What follows belongs to an exercise in optimizing a design on an open flow for small area and a short achievable clock period; a production flow would make more cautious choices. RTL that was checked went through simulation tests only; none was proved equivalent to the original.

==> inputs of yarrow <==
## Sqrt2
module Sqrt2 (In, Out, clk, reset);
  input  [14:0] In;    
  input  clk, reset;
  output [14:0] Out;   
  reg [23:0] d1;    
  reg [18:0] n4r;
  reg [23:0] d2;    
  reg [15:0] s1r;
  reg        rz;
  wire [14:0] xg;
  assign xg = reset ? 15'd0 : In;
  wire b0_one0;
  wire b0_two0;
  wire b0_neg0;
  assign b0_one0 = xg[0] ^ 1'b0;
  assign b0_two0 = (xg[1] & ~xg[0] & ~1'b0) | (~xg[1] & xg[0] & 1'b0);
  assign b0_neg0 = xg[1];
  wire b0_one1;
  wire b0_two1;
  wire b0_neg1;
  assign b0_one1 = xg[2] ^ xg[1];
  assign b0_two1 = (xg[3] & ~xg[2] & ~xg[1]) | (~xg[3] & xg[2] & xg[1]);
  assign b0_neg1 = xg[3];
  wire b0_one2;
  wire b0_two2;
  wire b0_neg2;
  assign b0_one2 = xg[4] ^ xg[3];
  assign b0_two2 = (xg[5] & ~xg[4] & ~xg[3]) | (~xg[5] & xg[4] & xg[3]);
  assign b0_neg2 = xg[5];
  wire b0_one3;
  wire b0_two3;
  wire b0_neg3;
  assign b0_one3 = xg[6] ^ xg[5];
  assign b0_two3 = (xg[7] & ~xg[6] & ~xg[5]) | (~xg[7] & xg[6] & xg[5]);
  assign b0_neg3 = xg[7];
  wire b0_one4;
  wire b0_two4;
  wire b0_neg4;
  assign b0_one4 = xg[8] ^ xg[7];
  assign b0_two4 = (xg[9] & ~xg[8] & ~xg[7]) | (~xg[9] & xg[8] & xg[7]);
  assign b0_neg4 = xg[9];
  wire b0_one5;
  wire b0_two5;
  wire b0_neg5;
  ...
export LEC_CHECK = 0
export ABC_AREA = 1
export CAP_MARGIN = 20
export CORE_MARGIN = 2
export CORE_UTILIZATION = 40
export SLEW_MARGIN = 20
create_clock -name core_clock -period 35.0 [get_ports {clk}]
standard.sh (not shown) runs the stock make flow with config.mk's settings and CLKGATE_MAP_FILE= SYNTH_SCRIPT=/design/flow/synth_recipe.tcl, a recipe that flattens the netlist after the stock synthesis.
==> flow/flow/run.sh <==
#!/bin/bash
# Layout flow: the standard ORFS flow (standard.sh) unchanged, except that
# the resizer's setup repair (floorplan, CTS and global-route stages) aims for
# a setup-slack margin of 21 ns, so that the design is sized for speed. The
# clock period and all constraints stay the design's own.
set -o pipefail
bash standard.sh SETUP_SLACK_MARGIN=21 finish > standard.log 2>&1
==> garnet (differences from yarrow) <==
==> flow/flow/run.sh (replaced) <==
#!/bin/bash
# Layout flow: the standard ORFS flow (standard.sh) unchanged, except that
# the resizer's setup repair (floorplan, CTS and global-route stages) aims for
# a setup-slack margin of 22 ns, so that the design is sized for speed. The
# clock period and all constraints stay the design's own.
set -o pipefail
bash standard.sh SETUP_SLACK_MARGIN=22 finish > standard.log 2>&1
==> harbor (differences from yarrow) <==
--- a/flow/config.mk
+++ b/flow/config.mk
@@ -9,4 +9,4 @@
 export CAP_MARGIN = 20
 export CORE_MARGIN = 2
-export CORE_UTILIZATION = 40
+export CORE_UTILIZATION = 60
 export SLEW_MARGIN = 20
==> willow (differences from yarrow) <==
==> flow/flow/run.sh (replaced) <==
#!/bin/bash
# Layout flow: the standard ORFS flow (standard.sh) unchanged, except that
# the resizer's setup repair (floorplan, CTS and global-route stages) aims for
# a setup-slack margin of 20 ns, so that the design is sized for speed. The
# clock period and all constraints stay the design's own.
set -o pipefail
bash standard.sh SETUP_SLACK_MARGIN=20 finish > standard.log 2>&1
==> qor summary <==
Status: garnet finished clean; willow finished clean; yarrow finished clean; harbor finished clean
Instance area after placement: garnet 30490 µm²; willow 30500 µm²; yarrow 30500 µm²; harbor 30040 µm²
Post-DP HPWL: garnet 64570 µm; willow 64520 µm; yarrow 64520 µm; harbor 67170 µm
Slowest stage delay, CP: garnet 570 ps; willow 530 ps; yarrow 680 ps; harbor 620 ps
Clock slew at the register clock pins of the worst setup and hold paths: garnet 60 ps; willow 70 ps; yarrow 70 ps; harbor 80 ps
Unrepaired setup endpoints after global routing: garnet yes; willow yes; yarrow no; harbor no
Core occupancy in the finished layout: garnet 47.77%; willow 42.43%; yarrow 43.15%; harbor 64.53%
Non-CTS buffers: garnet 342; willow 98; yarrow 120; harbor 133
Global-route wire length before repair: garnet 144500 µm; willow 144300 µm; yarrow 144300 µm; harbor 148100 µm
Number of antenna diodes: garnet 0; willow 0; yarrow 0; harbor 2
Proportion of cell area occupied by multi-input gates: garnet 71.74%; willow 77.48%; yarrow 76.66%; harbor 76.93%
Shortest clock period the worst path allows after layout: garnet 12700 ps; willow 14140 ps; yarrow 13580 ps; harbor 13480 ps
Reg-to-reg slack, setup: garnet 22450 ps; willow 20860 ps; yarrow 21630 ps; harbor 21520 ps
Initial DRC count: garnet 2473; willow 2024; yarrow 2069; harbor 2806


==> inputs of 09-06 <==
Sqrt2 again, from the RTL that the note above started with.
## Sqrt2
module Sqrt2 (In, Out, clk, reset);
  input  [14:0] In;    
  input  clk, reset;
  output [14:0] Out;   
  reg [23:0] d1;    
  reg [18:0] n4r;
  reg [23:0] d2;    
  reg [15:0] s1r;
  reg        rz;
  wire [14:0] xg;
  assign xg = reset ? 15'd0 : In;
  wire b0_one0;
  wire b0_two0;
  wire b0_neg0;
  assign b0_one0 = xg[0] ^ 1'b0;
  assign b0_two0 = (xg[1] & ~xg[0] & ~1'b0) | (~xg[1] & xg[0] & 1'b0);
  assign b0_neg0 = xg[1];
  wire b0_one1;
  wire b0_two1;
  wire b0_neg1;
  assign b0_one1 = xg[2] ^ xg[1];
  assign b0_two1 = (xg[3] & ~xg[2] & ~xg[1]) | (~xg[3] & xg[2] & xg[1]);
  assign b0_neg1 = xg[3];
  wire b0_one2;
  wire b0_two2;
  wire b0_neg2;
  assign b0_one2 = xg[4] ^ xg[3];
  assign b0_two2 = (xg[5] & ~xg[4] & ~xg[3]) | (~xg[5] & xg[4] & xg[3]);
  assign b0_neg2 = xg[5];
  wire b0_one3;
  wire b0_two3;
  wire b0_neg3;
  assign b0_one3 = xg[6] ^ xg[5];
  assign b0_two3 = (xg[7] & ~xg[6] & ~xg[5]) | (~xg[7] & xg[6] & xg[5]);
  assign b0_neg3 = xg[7];
  wire b0_one4;
  wire b0_two4;
  wire b0_neg4;
  assign b0_one4 = xg[8] ^ xg[7];
  ...
Settings: LEC_CHECK=0, ABC_AREA=1, CAP_MARGIN=20, CORE_MARGIN=2, CORE_UTILIZATION=40, SLEW_MARGIN=20; clock period 35.0 ns.
==> flow/flow/run.sh <==
#!/bin/bash
# Layout flow: the standard ORFS flow (standard.sh), with two changes:
#  1. after the standard synthesis, flow/invpush.py re-polarises full-adder
#     cells (FA(~a,~b,~c) = ~FA(a,b,c)) and swaps xor2/xnor2 cells so that
#     fewer inverters are needed, and orders each full adder's inputs by
#     estimated arrival (latest on CIN, its fastest pin); the function and
#     all registers (names,
#     count, cell types) are unchanged;
#  2. the resizer's setup repair aims for a setup-slack margin of 21.5 ns, so
#     that the design is sized for speed.
# The clock period and all constraints stay the design's own.
set -euo pipefail
R="$PWD/orfs/results/$FLOW_PLATFORM/Sqrt2/base"
bash standard.sh SETUP_SLACK_MARGIN=21.5 synth > synth.log 2>&1
cp "$R/1_2_yosys.v" 1_2_yosys_standard.v
python3 flow/invpush.py 1_2_yosys_standard.v "$R/1_2_yosys.v" > invpush.log 2>&1
rm -f "$R/1_synth.odb" "$R/1_synth.sdc"
bash standard.sh SETUP_SLACK_MARGIN=21.5 finish > standard.log 2>&1
Other scripts of this flow, unchanged in this note and not shown: flow/flow/invpush.py
==> 08-18 (differences from 09-06) <==
--- a/flow/design.v
+++ b/flow/design.v
@@ -631,15 +631,15 @@
   wire sa_P3_28;
   assign sa_P3_28 = sa_P2_28 & sa_P2_23;
   wire sa_G3_29;
   assign sa_G3_29 = sa_G2_29 | (sa_P2_29 & sa_G2_23);
   wire sa_P3_29;
   assign sa_P3_29 = sa_P2_29 & sa_P2_23;
   wire sa_G4_16;
-  assign sa_G4_16 = sa_g16 | (sa_t16 & sa_G3_15);
+  assign sa_G4_16 = (sa_g16 | (sa_t16 & sa_g15)) | (sa_t16 & sa_t15 & sa_G3_14);
   wire sa_G4_17;
   assign sa_G4_17 = sa_G0_17 | (sa_P0_17 & sa_G3_15);
   wire sa_G4_18;
   assign sa_G4_18 = sa_G1_18 | (sa_P1_18 & sa_G3_15);
   wire sa_G4_19;
   assign sa_G4_19 = sa_G1_19 | (sa_P1_19 & sa_G3_15);
   wire sa_G4_20;
@@ -1945,15 +1945,15 @@
   wire sb_P3_30;
   assign sb_P3_30 = sb_P2_30 & sb_P2_23;
   wire sb_G3_31;
   assign sb_G3_31 = sb_G2_31 | (sb_P2_31 & sb_G2_23);
   wire sb_P3_31;
   assign sb_P3_31 = sb_P2_31 & sb_P2_23;
   wire sb_G4_16;
-  assign sb_G4_16 = sb_g16 | (sb_t16 & sb_G3_15);
+  assign sb_G4_16 = (sb_g16 | (sb_t16 & sb_g15)) | (sb_t16 & sb_t15 & sb_G3_14);
   wire sb_G4_17;
   assign sb_G4_17 = sb_G0_17 | (sb_P0_17 & sb_G3_15);
   wire sb_G4_18;
   assign sb_G4_18 = sb_G1_18 | (sb_P1_18 & sb_G3_15);
   wire sb_G4_19;
   assign sb_G4_19 = sb_G1_19 | (sb_P1_19 & sb_G3_15);
   wire sb_G4_20;
@@ -1977,15 +1977,15 @@
   wire sb_G4_29;
   assign sb_G4_29 = sb_G3_29 | (sb_P3_29 & sb_G3_15);
   wire sb_G4_30;
   assign sb_G4_30 = sb_G3_30 | (sb_P3_30 & sb_G3_15);
   wire sb_G4_31;
   assign sb_G4_31 = sb_G3_31 | (sb_P3_31 & sb_G3_15);
   wire sb_G5_32;
-  assign sb_G5_32 = sb_g32 | (sb_t32 & sb_G4_31);
+  assign sb_G5_32 = (sb_g32 | (sb_t32 & sb_g31)) | (sb_t32 & sb_t31 & sb_G4_30);
   wire sb_G5_33;
   assign sb_G5_33 = sb_G0_33 | (sb_P0_33 & sb_G4_31);
   assign sb_z = {(sb_t33 ^ sb_G5_32), (sb_t32 ^ sb_G4_31), (sb_t31 ^ sb_G4_30), (sb_t30 ^ sb_G4_29), (sb_t29 ^ sb_G4_28), (sb_t28 ^ sb_G4_27), (sb_t27 ^ sb_G4_26), (sb_t26 ^ sb_G4_25), (sb_t25 ^ sb_G4_24), (sb_t24 ^ sb_G4_23), (sb_t23 ^ sb_G4_22), (sb_t22 ^ sb_G4_21), (sb_t21 ^ sb_G4_20), (sb_t20 ^ sb_G4_19), (sb_t19 ^ sb_G4_18), (sb_t18 ^ sb_G4_17), (sb_t17 ^ sb_G4_16), (sb_t16 ^ sb_G3_15), (sb_t15 ^ sb_G3_14), (sb_t14 ^ sb_G3_13), (sb_t13 ^ sb_G3_12), (sb_t12 ^ sb_G3_11), (sb_t11 ^ sb_G3_10), (sb_t10 ^ sb_G3_9), (sb_t9 ^ sb_G3_8), (sb_t8 ^ sb_G2_7), (sb_t7 ^ sb_G2_6), (sb_t6 ^ sb_G2_5), (sb_t5 ^ sb_G2_4), (sb_t4 ^ sb_G1_3), (sb_t3 ^ sb_G1_2), (sb_t2 ^ sb_G0_1), (sb_t1 ^ sb_g0), sb_t0};
   wire [17:0] s3;
   assign s3 = sb_z[33:16];
   wire pc_n0;
   assign pc_n0 = d1[0];
@@ -3221,15 +3221,15 @@
   wire sc_P3_29;
   assign sc_P3_29 = sc_P2_29 & sc_P2_23;
   wire sc_G3_30;
   assign sc_G3_30 = sc_G2_30 | (sc_P2_30 & sc_G2_23);
   wire sc_P3_30;
   assign sc_P3_30 = sc_P2_30 & sc_P2_23;
   wire sc_G4_16;
-  assign sc_G4_16 = sc_g16 | (sc_t16 & sc_G3_15);
+  assign sc_G4_16 = (sc_g16 | (sc_t16 & sc_g15)) | (sc_t16 & sc_t15 & sc_G3_14);
   wire sc_G4_17;
   assign sc_G4_17 = sc_G0_17 | (sc_P0_17 & sc_G3_15);
   wire sc_G4_18;
   assign sc_G4_18 = sc_G1_18 | (sc_P1_18 & sc_G3_15);
   wire sc_G4_19;
   assign sc_G4_19 = sc_G1_19 | (sc_P1_19 & sc_G3_15);
   wire sc_G4_20;
@@ -4383,15 +4383,15 @@
   wire sd_P3_28;
   assign sd_P3_28 = sd_P2_28 & sd_P2_23;
   wire sd_G3_29;
   assign sd_G3_29 = sd_G2_29 | (sd_P2_29 & sd_G2_23);
   wire sd_P3_29;
   assign sd_P3_29 = sd_P2_29 & sd_P2_23;
   wire sd_G4_16;
-  assign sd_G4_16 = sd_g16 | (sd_t16 & sd_G3_15);
+  assign sd_G4_16 = (sd_g16 | (sd_t16 & sd_g15)) | (sd_t16 & sd_t15 & sd_G3_14);
   wire sd_G4_17;
   assign sd_G4_17 = sd_G0_17 | (sd_P0_17 & sd_G3_15);
   wire sd_G4_18;
   assign sd_G4_18 = sd_G1_18 | (sd_P1_18 & sd_G3_15);
   wire sd_G4_19;
   assign sd_G4_19 = sd_G1_19 | (sd_P1_19 & sd_G3_15);
   wire sd_G4_20;
@@ -5477,15 +5477,15 @@
   wire se_P3_27;
   assign se_P3_27 = se_P1_27 & se_P2_23;
   wire se_G3_28;
   assign se_G3_28 = se_G2_28 | (se_P2_28 & se_G2_23);
   wire se_P3_28;
   assign se_P3_28 = se_P2_28 & se_P2_23;
   wire se_G4_16;
-  assign se_G4_16 = se_g16 | (se_t16 & se_G3_15);
+  assign se_G4_16 = (se_g16 | (se_t16 & se_g15)) | (se_t16 & se_t15 & se_G3_14);
   wire se_G4_17;
   assign se_G4_17 = se_G0_17 | (se_P0_17 & se_G3_15);
   wire se_G4_18;
   assign se_G4_18 = se_G1_18 | (se_P1_18 & se_G3_15);
   wire se_G4_19;
   assign se_G4_19 = se_G1_19 | (se_P1_19 & se_G3_15);
   wire se_G4_20;
==> flow/flow/run.sh (replaced) <==
#!/bin/bash
# Layout flow: the standard ORFS flow (standard.sh), with two changes:
#  1. after the standard synthesis, flow/invpush.py re-polarises full-adder
#     cells (FA(~a,~b,~c) = ~FA(a,b,c)) and swaps xor2/xnor2 cells so that
#     fewer inverters are needed, and orders each full adder's inputs by
#     estimated arrival (latest on CIN, its fastest pin); the function and
#     all registers (names,
#     count, cell types) are unchanged;
#  2. the resizer's setup repair aims for a setup-slack margin of 21 ns, so
#     that the design is sized for speed.
# The clock period and all constraints stay the design's own.
set -euo pipefail
R="$PWD/orfs/results/$FLOW_PLATFORM/Sqrt2/base"
bash standard.sh SETUP_SLACK_MARGIN=21 synth > synth.log 2>&1
cp "$R/1_2_yosys.v" 1_2_yosys_standard.v
python3 flow/invpush.py 1_2_yosys_standard.v "$R/1_2_yosys.v" > invpush.log 2>&1
rm -f "$R/1_synth.odb" "$R/1_synth.sdc"
bash standard.sh SETUP_SLACK_MARGIN=21 finish > standard.log 2>&1
==> 02-21 (differences from 09-06) <==
==> flow/flow/run.sh (replaced) <==
#!/bin/bash
# Layout flow: the standard ORFS flow (standard.sh), with two changes:
#  1. after the standard synthesis, flow/invpush.py re-polarises full-adder
#     cells (FA(~a,~b,~c) = ~FA(a,b,c)) and swaps xor2/xnor2 cells so that
#     fewer inverters are needed, and orders each full adder's inputs by
#     estimated arrival (latest on CIN, its fastest pin); the function and
#     all registers (names,
#     count, cell types) are unchanged;
#  2. the resizer's setup repair aims for a setup-slack margin of 21 ns, so
#     that the design is sized for speed.
# The clock period and all constraints stay the design's own.
set -euo pipefail
R="$PWD/orfs/results/$FLOW_PLATFORM/Sqrt2/base"
bash standard.sh SETUP_SLACK_MARGIN=21 synth > synth.log 2>&1
cp "$R/1_2_yosys.v" 1_2_yosys_standard.v
python3 flow/invpush.py 1_2_yosys_standard.v "$R/1_2_yosys.v" > invpush.log 2>&1
rm -f "$R/1_synth.odb" "$R/1_synth.sdc"
bash standard.sh SETUP_SLACK_MARGIN=21 finish > standard.log 2>&1
==> 04-08 (differences from 09-06) <==
Settings changed: PLACE_DENSITY from default to 0.7.
==> load_flow_metrics.sql <==
INSERT INTO impl_metrics (metric_group, metric, value, unit) VALUES
('global_routing', 'grt_pass1_vias', '24450', ''),
('timing', 'rsz0062_at_grt', 'true', ''),
('place', 'gp_congestion', '0.9070', ''),
('layout', 'post_route_standard_cell_area_excluding_fillers', '32970', 'um^2'),
('layout', 'multi_input_area_share', '0.7571', ''),
('layout', 'instances_no_fill', '4446', ''),
('status', 'status', 'no timing/DRC/antenna violations', ''),
('clock_tree', 'number_of_gates_resized_after_cts', '123', ''),
('critical_path', 'worstSetupPathType', 'reg -> reg', ''),
('layout', 'area_share_nonclk_buffers', '0.09340', '');
Source of the figures above: 08-18

==> load_flow_metrics.sql <==
INSERT INTO impl_metrics (metric_group, metric, value, unit) VALUES
('layout', 'area_share_nonclk_buffers', '0.03777', ''),
('status', 'status', 'no timing/DRC/antenna violations', ''),
('layout', 'multi_input_area_share', '0.8029', ''),
('layout', 'instances_no_fill', '4222', ''),
('place', 'gp_congestion', '0.8748', ''),
('clock_tree', 'number_of_gates_resized_after_cts', '28', ''),
('global_routing', 'grt_pass1_vias', '24640', ''),
('critical_path', 'worstSetupPathType', 'reg -> out', ''),
('timing', 'rsz0062_at_grt', 'false', '');
Source of the figures above: 02-21

==> load_flow_metrics.sql <==
INSERT INTO impl_metrics (metric_group, metric, value, unit) VALUES
('global_routing', 'grt_pass1_vias', '24820', ''),
('layout', 'area_share_nonclk_buffers', '0.05624', ''),
('critical_path', 'worstSetupPathType', 'reg -> out', ''),
('status', 'status', 'no timing/DRC/antenna violations', ''),
('timing', 'rsz0062_at_grt', 'true', ''),
('layout', 'instances_no_fill', '4269', '');
Source of the figures above: 09-06

==> load_flow_metrics.sql <==
INSERT INTO impl_metrics (metric_group, metric, value, unit) VALUES
('layout', 'area_share_nonclk_buffers', '0.07105', ''),
('layout', 'multi_input_area_share', '0.7738', ''),
('critical_path', 'worstSetupPathType', 'reg -> out', ''),
('place', 'gp_congestion', '0.9366', ''),
('status', 'status', 'no timing/DRC/antenna violations', ''),
('layout', 'sh_seq_area', '0.05282', ''),
('clock_tree', 'number_of_gates_resized_after_cts', '56', ''),
('layout', 'instances_no_fill', '4308', ''),
('timing', 'worst_slew_margin', '0.3790', ''),
('global_routing', 'grt_pass1_vias', '25040', ''),
('timing', 'rsz0062_at_grt', 'false', ''),
('layout', 'n_multi_input_combinational_cell', '2637', '');
Source of the figures above: 04-08

Only the layout flow was run in 08-18; the RTL was not checked for function there.

-- re-timing with driven ports --
The results above use ideal ports. As a check the final layouts listed here were re-extracted and re-timed, cells and wires unchanged.
Step 1 (the two cells are an assumption about what drives the block):
set clk [get_ports {clk}]
set_driving_cell -lib_cell sky130_fd_sc_hd__clkbuf_16 $clk
set_driving_cell -lib_cell sky130_fd_sc_hd__buf_2 [delete_from_list [all_inputs] $clk]
Step 2 adds t to the input delays and takes it off the output delays; t is the mean of the earliest and latest rising clock arrival at the registers after step 1. Input paths then give back, and output paths get back, about the clock's delay inside the block.
a / b / c = no drivers / after step 1 / after step 2; a / b = the first two.
| run | shift t [ns] | setup WS [ns] | cell pins on the clock port's net |
|---|---|---|---|
| yarrow | 0.409 | 21.422 / 21.366 / 21.632 | 1 |
| garnet | 0.407 | 22.299 / 22.241 / 22.450 | 1 |
| harbor | 0.422 | 21.522 / 21.493 / 21.522 | 1 |
| willow | 0.407 | 20.862 / 20.862 / 20.862 | 1 |
| 09-06 | 0.409 | 21.924 / 21.868 / 22.021 | 1 |
| 08-18 | 0.415 | 21.497 / 21.497 / 21.497 | 1 |
| 02-21 | 0.407 | 21.453 / 21.398 / 21.709 | 1 |
| 04-08 | 0.407 | 21.914 / 21.857 / 22.054 | 1 |
After both steps every run listed still meets setup and hold.
